This design comes from an exercise in tuning for small area on the open sky130 flow, not from production work. Only simulation tests tie the RTL to the original design; equivalence was not proved. Power figures rest on the tool's default switching activity, not on a simulated workload.

==> inputs of 09-28 <==
==> flow/design.v (excerpt) <==
module Doorbell
(input CLK
,input RST 
,input BTN_DRBL 
,input BTN_MODE
,input BTN_TRCK 
,output BEEP
,output[15:0]LED
,output[6:0]SEG
,output[7:0]CAT
,output LCD_E
,output LCD_RS
,output[7:0]LCD_DATA
);
wire pr_mode,pr_trck;
Debounce UUD1(CLK,RST,BTN_MODE,pr_mode);
Debounce UUD2(CLK,RST,BTN_TRCK,pr_trck);
reg[1:0]mode; 
reg[2:0]trck; 
always@(posedge CLK)
	if(RST)begin
		mode<=2'd0;
		trck<=3'd0;
	end
	else begin
		if(pr_mode)mode<={mode[1]^mode[0],~mode[0]};
		if(pr_trck)trck<=trck[2]?3'd0:{trck[1]&trck[0],trck[1]^trck[0],~trck[0]};
	end
reg[14:0]div;
reg[5:0]prgs;
wire beat=&{div[14],div[13],div[12],div[11],div[8],~div[7],~div[6],~div[5],~div[4],~div[3],~div[1],div[0]};
wire p32=&{prgs[5]};
always@(posedge CLK)
	if(RST)begin
		div<=15'd0;
		prgs<=6'd0;
	end
	else if(beat)begin
		div<=15'd0;
		prgs<={prgs[5]^(&prgs[4:0]),prgs[4]^(&prgs[3:0]),prgs[3]^(&prgs[2:0]),prgs[2]^(&prgs[1:0]),prgs[1]^(&prgs[0:0]),~prgs[0]};
	end
	else if(p32||BTN_DRBL)
		prgs<=6'd0;
	else
		div<={div[13:0],~(div[13]^div[14])};
reg[4:0]drbl; 
wire lock=~&drbl;
always@(posedge CLK)
	if(RST)
		drbl<=5'd31;
	else if(BTN_DRBL)begin
		if(!lock)drbl<=5'd0;
	end
	else if(&{drbl[4],~drbl[3],~drbl[2],~drbl[1],~drbl[0]})
		drbl<=5'd31;
	else if(beat)
		drbl<={drbl[3:0],~(drbl[2]^drbl[4])};
localparam M1=4'd0,M2=4'd1,M3=4'd2,M4=4'd3,M5=4'd4,M6=4'd5,M7=4'd6,
	H1=4'd7,H2=4'd8,H3=4'd9,H4=4'd10,H5=4'd11,MU=4'd12,PAT=4'd15;
reg[6:0]d;
reg[3:0]pi;
reg beep;
reg[3:0]pn;
always@(*)begin
	pn=pi;
	case(trck)
	3'd0:case(prgs)
		6'd0:pn=H3;
		6'd1:pn=H2;
		6'd2:pn=H3;
		6'd3:pn=H2;
		6'd4:pn=H3;
		6'd5:pn=M7;
		6'd6:pn=H2;
		6'd7:pn=H1;
		6'd8:pn=M6;
		6'd11:pn=M1;
		6'd12:pn=M3;
		6'd13:pn=M6;
		6'd14:pn=M7;
		6'd17:pn=M3;
		6'd18:pn=M5;
		6'd19:pn=M7;
		6'd20:pn=H1;
		6'd23:pn=MU;
		default:;
		endcase
	3'd1:case(prgs)
		6'd0:pn=M5;
		6'd1:pn=MU;
		6'd2:pn=M5;
		6'd4:pn=M6;
		6'd6:pn=M5;
		6'd8:pn=H1;
		6'd10:pn=M7;
		6'd12:pn=MU;
		6'd14:pn=M5;
		6'd15:pn=MU;
		6'd16:pn=M5;
		6'd18:pn=M6;
		6'd20:pn=M5;
		6'd22:pn=H2;
		6'd24:pn=H1;
		6'd26:pn=MU;
		default:;
		endcase
	3'd2:case(prgs)
		6'd0:pn=M1;
		6'd1:pn=MU;
		6'd2:pn=M1;
		6'd4:pn=M5;
		6'd5:pn=MU;
		6'd6:pn=M5;
		6'd8:pn=M6;
		6'd9:pn=MU;
		6'd10:pn=M6;
		6'd12:pn=M5;
  ...
export LEC_CHECK = 0
export ABC_AREA = 1
export CAP_MARGIN = 20
export CORE_MARGIN = 2
export CORE_UTILIZATION = 60
export CTS_BUF_LIST = sky130_fd_sc_hd__clkbuf_2 sky130_fd_sc_hd__clkbuf_4
export SLEW_MARGIN = 20
create_clock -name core_clock -period 20.0 [get_ports {CLK}]
standard.sh (not shown) runs the stock make flow with config.mk's settings and CLKGATE_MAP_FILE= SYNTH_SCRIPT=/design/flow/synth_recipe.tcl, a recipe that flattens the netlist after the stock synthesis.
==> flow/flow/run.sh <==
#!/bin/bash
# Own layout flow: the standard flow (standard.sh) with
#  - a stronger ABC script for the combinational logic (the registers are
#    mapped before ABC runs, so they are the standard synthesis's),
#  - no half/full-adder extraction (ABC maps those XORs itself),
#  - the smallest buffer on every port.
# standard.sh's make writes each step's log under orfs/logs; its own
# output goes to standard.log here.
set -euo pipefail
W=$PWD
rm -rf "$W/scripts_own"
cp -r "$FLOW_HOME/scripts" "$W/scripts_own"
cp "$W/flow/abc_area.script" "$W/scripts_own/abc_area.script"
bash "$W/standard.sh" SCRIPTS_DIR="$W/scripts_own" ABC_AREA=1 ADDER_MAP_FILE= \
  BUFFER_PORTS_ARGS="-buffer_cell sky130_fd_sc_hd__buf_1" finish > "$W/standard.log" 2>&1
==> flow/flow/abc_area.script <==
strash
&get -n
&deepsyn -T 30
&put
&get -n
&dch
&nf -R 1000
&put
topo
==> 06-22: changes against 09-28 <==
--- a/flow/design.v
+++ b/flow/design.v
@@ -215,17 +215,20 @@
 reg[3:0]q;
 always@(posedge CLK)
 	if(RST)begin
 		lp<=5'd0;
 		q<=MU;
 	end
 	else if(lwrap&&lock&&mode==2'd1)begin
 		lp<=&{lp[4],lp[2]}?5'd0:{lp[4]^(&lp[3:0]),lp[3]^(&lp[2:0]),lp[2]^(&lp[1:0]),lp[1]^(&lp[0:0]),~lp[0]};
-		if(!(lp==5'd19||lp==5'd20))q<=PAT;
+		case(lp)
+			5'd19,5'd20:;
+			default:q<=PAT;
+		endcase
 	end
 	else if(lock&&mode==2'd2)
 		q<=pi;
 	else if(!lock||mode==2'd0||mode==2'd3)
 		q<=MU;
 wire[15:0]led;
 wire qp=(q==PAT);
 assign led[0]=qp&(lp==5'd16|lp==5'd17|lp==5'd18)|(q==4'd0);
@@ -285,212 +288,216 @@
 	end
 	else if(lterm)begin
 		ly_h<=~ly_h;
 		ly<=6'd0;
 	end
 	else
 		ly<={ly[4:0],~(ly[4]^ly[5])};
 reg[5:0]ls;
-wire[5:0]ls_n=ls[5]?(&ls[3:0]?{5'b01000,~ls[4]}:{ls[5:4],{ls[3]^(&ls[2:0]),ls[2]^(&ls[1:0]),ls[1]^(&ls[0:0]),~ls[0]}}):
-	ls[4]?{1'b1,ls[0],4'b0000}:{1'b0,{ls[4]^(&ls[3:0]),ls[3]^(&ls[2:0]),ls[2]^(&ls[1:0]),ls[1]^(&ls[0:0]),~ls[0]}};
+reg[2:0]tl; 
+reg prd; 
 always@(posedge CLK)
-	if(RST)
+	if(RST)begin
 		ls<=6'd0;
-	else if(wf)
-		ls<=ls_n;
-reg prd; 
-reg[2:0]tl; 
-always@(posedge CLK)begin
-	prd<=pr_trck;
-	if(wf)
-		tl<=!prd?trck:(trck==3'd0)?3'd4:{trck[2]&(trck[1]|trck[0]),~(trck[1]^trck[0]),~trck[0]};
-end
-reg[7:0]cmd;
-always@(*)begin
-	cmd=8'h00;
-	if(ls[4])
-		cmd=ls[0]?8'hc0:8'h80;
-	else
-		case(ls[3:0])
-			4'd11:cmd=8'h38;
-			4'd12:cmd=8'h08;
-			4'd13:cmd=8'h01;
-			4'd14:cmd=8'h06;
-			4'd15:cmd=8'h0c;
-			default:;
-		endcase
-end
-reg[7:0]chr;
+		prd<=1'b0;
+		tl<=3'd0;
+	end
+	else begin
+		prd<=pr_trck;
+		if(wf)begin
+			ls<=&{ls[5],ls[4],ls[0]}?6'd16:{ls[5]^(&ls[4:0]),ls[4]^(&ls[3:0]),ls[3]^(&ls[2:0]),ls[2]^(&ls[1:0]),ls[1]^(&ls[0:0]),~ls[0]};
+			tl<=!prd?trck:(trck==3'd0)?3'd4:{trck[2]&(trck[1]|trck[0]),~(trck[1]^trck[0]),~trck[0]};
+		end
+	end
+reg wt,rs;
+reg[7:0]ld;
 always@(*)begin
-	chr=8'h00;
-	if(!ls[4])
-		case(ls[3:0])
-			4'd0:chr=8'h20;
-			4'd1:chr=8'h20;
-			4'd2:chr=8'h20;
-			4'd3:chr=8'h20;
-			4'd4:chr=8'h20;
-			4'd5:chr=8'h53;
-			4'd6:chr=8'h6f;
-			4'd7:chr=8'h6e;
-			4'd8:chr=8'h67;
-			4'd9:chr=8'h20;
-			4'd10:chr={5'b00110,trck_digit(tl)};
-			4'd11:chr=8'h20;
-			4'd12:chr=8'h20;
-			4'd13:chr=8'h20;
-			4'd14:chr=8'h20;
-			4'd15:chr=8'h20;
-		endcase
-	else
-		case(ls[3:0])
-			4'd0:
-				case(tl)
-					3'd0:chr=8'h20;
-					3'd1:chr=8'h20;
-					3'd2:chr=8'h20;
-					3'd3:chr=8'h43;
-					default:chr=8'h20;
-				endcase
-			4'd1:
-				case(tl)
-					3'd0:chr=8'h20;
-					3'd1:chr=8'h48;
-					3'd2:chr=8'h20;
-					3'd3:chr=8'h61;
-					default:chr=8'h20;
-				endcase
-			4'd2:
-				case(tl)
-					3'd0:chr=8'h20;
-					3'd1:chr=8'h61;
-					3'd2:chr=8'h4c;
-					3'd3:chr=8'h73;
-					default:chr=8'h42;
-				endcase
-			4'd3:
-				case(tl)
-					3'd0:chr=8'h20;
-					3'd1:chr=8'h70;
-					3'd2:chr=8'h69;
-					3'd3:chr=8'h74;
-					default:chr=8'h72;
-				endcase
-			4'd4:
-				case(tl)
-					3'd0:chr=8'h46;
-					3'd1:chr=8'h70;
-					3'd2:chr=8'h74;
-					3'd3:chr=8'h6c;
-					default:chr=8'h6f;
-				endcase
-			4'd5:
-				case(tl)
-					3'd0:chr=8'h75;
-					3'd1:chr=8'h79;
-					3'd2:chr=8'h74;
-					3'd3:chr=8'h65;
-					default:chr=8'h74;
-				endcase
-			4'd6:
-				case(tl)
-					3'd0:chr=8'h72;
-					3'd1:chr=8'h20;
-					3'd2:chr=8'h6c;
-					3'd3:chr=8'h20;
-					default:chr=8'h68;
-				endcase
-			4'd7:
-				case(tl)
-					3'd0:chr=8'h20;
-					3'd1:chr=8'h42;
-					3'd2:chr=8'h65;
-					3'd3:chr=8'h49;
-					default:chr=8'h65;
-				endcase
-			4'd8:
-				case(tl)
-					3'd0:chr=8'h45;
-					3'd1:chr=8'h69;
-					3'd2:chr=8'h20;
-					3'd3:chr=8'h6e;
-					default:chr=8'h72;
-				endcase
-			4'd9:
-				case(tl)
-					3'd0:chr=8'h6c;
-					3'd1:chr=8'h72;
-					3'd2:chr=8'h20;
-					3'd3:chr=8'h54;
-					default:chr=8'h20;
-				endcase
-			4'd10:
-				case(tl)
-					3'd0:chr=8'h69;
-					3'd1:chr=8'h74;
-					3'd2:chr=8'h53;
-					3'd3:chr=8'h68;
-					default:chr=8'h4a;
-				endcase
-			4'd11:
-				case(tl)
-					3'd0:chr=8'h73;
-					3'd1:chr=8'h68;
-					3'd2:chr=8'h74;
-					3'd3:chr=8'h65;
-					default:chr=8'h6f;
-				endcase
-			4'd12:
-				case(tl)
-					3'd0:chr=8'h65;
-					3'd1:chr=8'h64;
-					3'd2:chr=8'h61;
-					3'd3:chr=8'h20;
-					default:chr=8'h68;
-				endcase
-			4'd13:
-				case(tl)
-					3'd0:chr=8'h20;
-					3'd1:chr=8'h61;
-					3'd2:chr=8'h72;
-					3'd3:chr=8'h53;
-					default:chr=8'h6e;
-				endcase
-			4'd14:
-				case(tl)
-					3'd0:chr=8'h20;
-					3'd1:chr=8'h79;
-					3'd2:chr=8'h20;
-					3'd3:chr=8'h6b;
-					default:chr=8'h20;
-				endcase
-			4'd15:
-				case(tl)
-					3'd0:chr=8'h20;
-					3'd1:chr=8'h20;
-					3'd2:chr=8'h20;
-					3'd3:chr=8'h79;
-					default:chr=8'h20;
-				endcase
-		endcase
+	wt=1'b0;
+	rs=1'b1;
+	ld=8'h00;
+	case(ls)
+		6'd0:begin wt=1'b1;rs=1'b0;end
+		6'd1:begin wt=1'b1;rs=1'b0;end
+		6'd2:begin wt=1'b1;rs=1'b0;end
+		6'd3:begin wt=1'b1;rs=1'b0;end
+		6'd4:begin wt=1'b1;rs=1'b0;end
+		6'd5:begin wt=1'b1;rs=1'b0;end
+		6'd6:begin wt=1'b1;rs=1'b0;end
+		6'd7:begin wt=1'b1;rs=1'b0;end
+		6'd8:begin wt=1'b1;rs=1'b0;end
+		6'd9:begin wt=1'b1;rs=1'b0;end
+		6'd10:begin rs=1'b0;ld=8'h00;end
+		6'd11:begin rs=1'b0;ld=8'h38;end
+		6'd12:begin rs=1'b0;ld=8'h08;end
+		6'd13:begin rs=1'b0;ld=8'h01;end
+		6'd14:begin rs=1'b0;ld=8'h06;end
+		6'd15:begin rs=1'b0;ld=8'h0c;end
+		6'd16:begin rs=1'b0;ld=8'h80;end
+		6'd33:begin rs=1'b0;ld=8'hc0;end
+		6'd17:ld=8'h20;
+		6'd18:ld=8'h20;
+		6'd19:ld=8'h20;
+		6'd20:ld=8'h20;
+		6'd21:ld=8'h20;
+		6'd22:ld=8'h53;
+		6'd23:ld=8'h6f;
+		6'd24:ld=8'h6e;
+		6'd25:ld=8'h67;
+		6'd26:ld=8'h20;
+		6'd27:ld={5'b00110,trck_digit(tl)};
+		6'd28:ld=8'h20;
+		6'd29:ld=8'h20;
+		6'd30:ld=8'h20;
+		6'd31:ld=8'h20;
+		6'd32:ld=8'h20;
+		6'd34:
+			case(tl)
+				3'd0:ld=8'h20;
+				3'd1:ld=8'h20;
+				3'd2:ld=8'h20;
+				3'd3:ld=8'h43;
+				default:ld=8'h20;
+			endcase
+		6'd35:
+			case(tl)
+				3'd0:ld=8'h20;
+				3'd1:ld=8'h48;
+				3'd2:ld=8'h20;
+				3'd3:ld=8'h61;
+				default:ld=8'h20;
+			endcase
+		6'd36:
+			case(tl)
+				3'd0:ld=8'h20;
+				3'd1:ld=8'h61;
+				3'd2:ld=8'h4c;
+				3'd3:ld=8'h73;
+				default:ld=8'h42;
+			endcase
+		6'd37:
+			case(tl)
+				3'd0:ld=8'h20;
+				3'd1:ld=8'h70;
+				3'd2:ld=8'h69;
+				3'd3:ld=8'h74;
+				default:ld=8'h72;
+			endcase
+		6'd38:
+			case(tl)
+				3'd0:ld=8'h46;
+				3'd1:ld=8'h70;
+				3'd2:ld=8'h74;
+				3'd3:ld=8'h6c;
+				default:ld=8'h6f;
+			endcase
+		6'd39:
+			case(tl)
+				3'd0:ld=8'h75;
+				3'd1:ld=8'h79;
+				3'd2:ld=8'h74;
+				3'd3:ld=8'h65;
+				default:ld=8'h74;
+			endcase
+		6'd40:
+			case(tl)
+				3'd0:ld=8'h72;
+				3'd1:ld=8'h20;
+				3'd2:ld=8'h6c;
+				3'd3:ld=8'h20;
+				default:ld=8'h68;
+			endcase
+		6'd41:
+			case(tl)
+				3'd0:ld=8'h20;
+				3'd1:ld=8'h42;
+				3'd2:ld=8'h65;
+				3'd3:ld=8'h49;
+				default:ld=8'h65;
+			endcase
+		6'd42:
+			case(tl)
+				3'd0:ld=8'h45;
+				3'd1:ld=8'h69;
+				3'd2:ld=8'h20;
+				3'd3:ld=8'h6e;
+				default:ld=8'h72;
+			endcase
+		6'd43:
+			case(tl)
+				3'd0:ld=8'h6c;
+				3'd1:ld=8'h72;
+				3'd2:ld=8'h20;
+				3'd3:ld=8'h54;
+				default:ld=8'h20;
+			endcase
+		6'd44:
+			case(tl)
+				3'd0:ld=8'h69;
+				3'd1:ld=8'h74;
+				3'd2:ld=8'h53;
+				3'd3:ld=8'h68;
+				default:ld=8'h4a;
+			endcase
+		6'd45:
+			case(tl)
+				3'd0:ld=8'h73;
+				3'd1:ld=8'h68;
+				3'd2:ld=8'h74;
+				3'd3:ld=8'h65;
+				default:ld=8'h6f;
+			endcase
+		6'd46:
+			case(tl)
+				3'd0:ld=8'h65;
+				3'd1:ld=8'h64;
+				3'd2:ld=8'h61;
+				3'd3:ld=8'h20;
+				default:ld=8'h68;
+			endcase
+		6'd47:
+			case(tl)
+				3'd0:ld=8'h20;
+				3'd1:ld=8'h61;
+				3'd2:ld=8'h72;
+				3'd3:ld=8'h53;
+				default:ld=8'h6e;
+			endcase
+		6'd48:
+			case(tl)
+				3'd0:ld=8'h20;
+				3'd1:ld=8'h79;
+				3'd2:ld=8'h20;
+				3'd3:ld=8'h6b;
+				default:ld=8'h20;
+			endcase
+		6'd49:
+			case(tl)
+				3'd0:ld=8'h20;
+				3'd1:ld=8'h20;
+				3'd2:ld=8'h20;
+				3'd3:ld=8'h79;
+				default:ld=8'h20;
+			endcase
+		default:;
+	endcase
 end
 function[2:0]trck_digit; 
 	input[2:0]t;
 	case(t)
 		3'd0:trck_digit=3'd1;
 		3'd1:trck_digit=3'd2;
 		3'd2:trck_digit=3'd3;
 		3'd3:trck_digit=3'd4;
 		default:trck_digit=3'd5;
 	endcase
 endfunction
-assign LCD_E=~ly_h|~ls[5]&~ls[4]&~(ls[3]&(ls[2]|ls[1]));
-assign LCD_RS=ls[5];
-assign LCD_DATA=ls[5]?chr:cmd;
+assign LCD_E=wt|~ly_h;
+assign LCD_RS=rs;
+assign LCD_DATA=ld;
 endmodule
 module Debounce
 (input CLK
 ,input RST
 ,input KEY
 ,output PRESS
 );
 reg[8:0]c;
==> flow/run.sh (new file) <==
#!/bin/bash
# synth_recipe.tcl (not shown) runs the flow's synth.tcl, then flattens the netlist and writes it again
# the make line also repeats each setting of config.mk as NAME=value (left out here)
make -C /OpenROAD-flow-scripts/flow DESIGN_CONFIG=/design/flow/config.mk WORK_HOME=/design/flow/orfs CLKGATE_MAP_FILE= SYNTH_SCRIPT=/design/flow/synth_recipe.tcl finish
Settings changed: CTS_BUF_LIST sky130_fd_sc_hd__clkbuf_2 sky130_fd_sc_hd__clkbuf_4 to default.
removed: flow/flow/run.sh
removed: flow/flow/abc_area.script
removed: flow/standard.sh
==> comparison <==
- Via count: 06-22 is higher than 09-28 (41%).
- Against 09-28, the sequential share of layout area of 06-22 is lower by 10 points.
- Between 06-22 and 09-28, the lower total power is in 09-28 (gap about 35%, measured against 09-28).
- 09-28 finished clean. 06-22 completed with no timing, DRC or antenna violations.
- In 09-28 the design area is lower than in 06-22, by about 27%.
- Flip-flop and latch count is the same in 06-22 and 09-28.
- In 06-22 the clock-buffer cell count is higher than in 09-28, by 1.
==> figures <==
|  | 09-28 | 06-22 |
|---|---|---|
| Highest cell delay on the worst timing path | 0.92 ns | 0.59 ns |
| Met1 global-route usage | 38.0% | 37.0% |
| Share of layout cells above drive strength 1 | 4.74% | 6.06% |
| Wire length on met3 | 907 um | 1300 um |
| Cell Area, Placed | 6010 um2 | 7930 um2 |
| Multi-input logic portion of the cell area | 52.3% | 49.6% |
| WL/cell | 15.6 um | 14.1 um |
| Outcome | timing/DRC/antenna clean | timing/DRC/antenna clean |
| Worst hold slack | 0.444 ns | 0.417 ns |
| Yosys top cell area share | 39.0% | 30.8% |
| Switching Share | 26.8% | 23.6% |
| Worst R2R Path Depth | 14 | 19 |
| Met2 global-route usage | 46.3% | 48.9% |

[what the ideal ports hide]
How much do the figures lean on ideal ports? The routed layouts below were timed once more, with nothing changed but the port constraints.
Step 1 assumes that a clkbuf_16 drives the clock port and a buf_2 every other input.
Step 2, shift: input delay + t, output delay - t, t = (earliest + latest rising clock arrival at the registers) / 2. This alone moves slack from input paths to output paths.
Slacks: ideal / step 1 / step 2; pairs: ideal / step 1.
| run | shift t [ns] | setup slack, ns | slew at the worst register clock pin (ns) |
|---|---|---|---|
| 09-28 | 0.520 | 12.662 / 12.629 / 13.149 | 0.12 / 0.12 |
| 06-22 | 0.462 | 12.817 / 12.778 / 13.240 | 0.06 / 0.06 |
After both steps setup and hold are still met in every run listed.
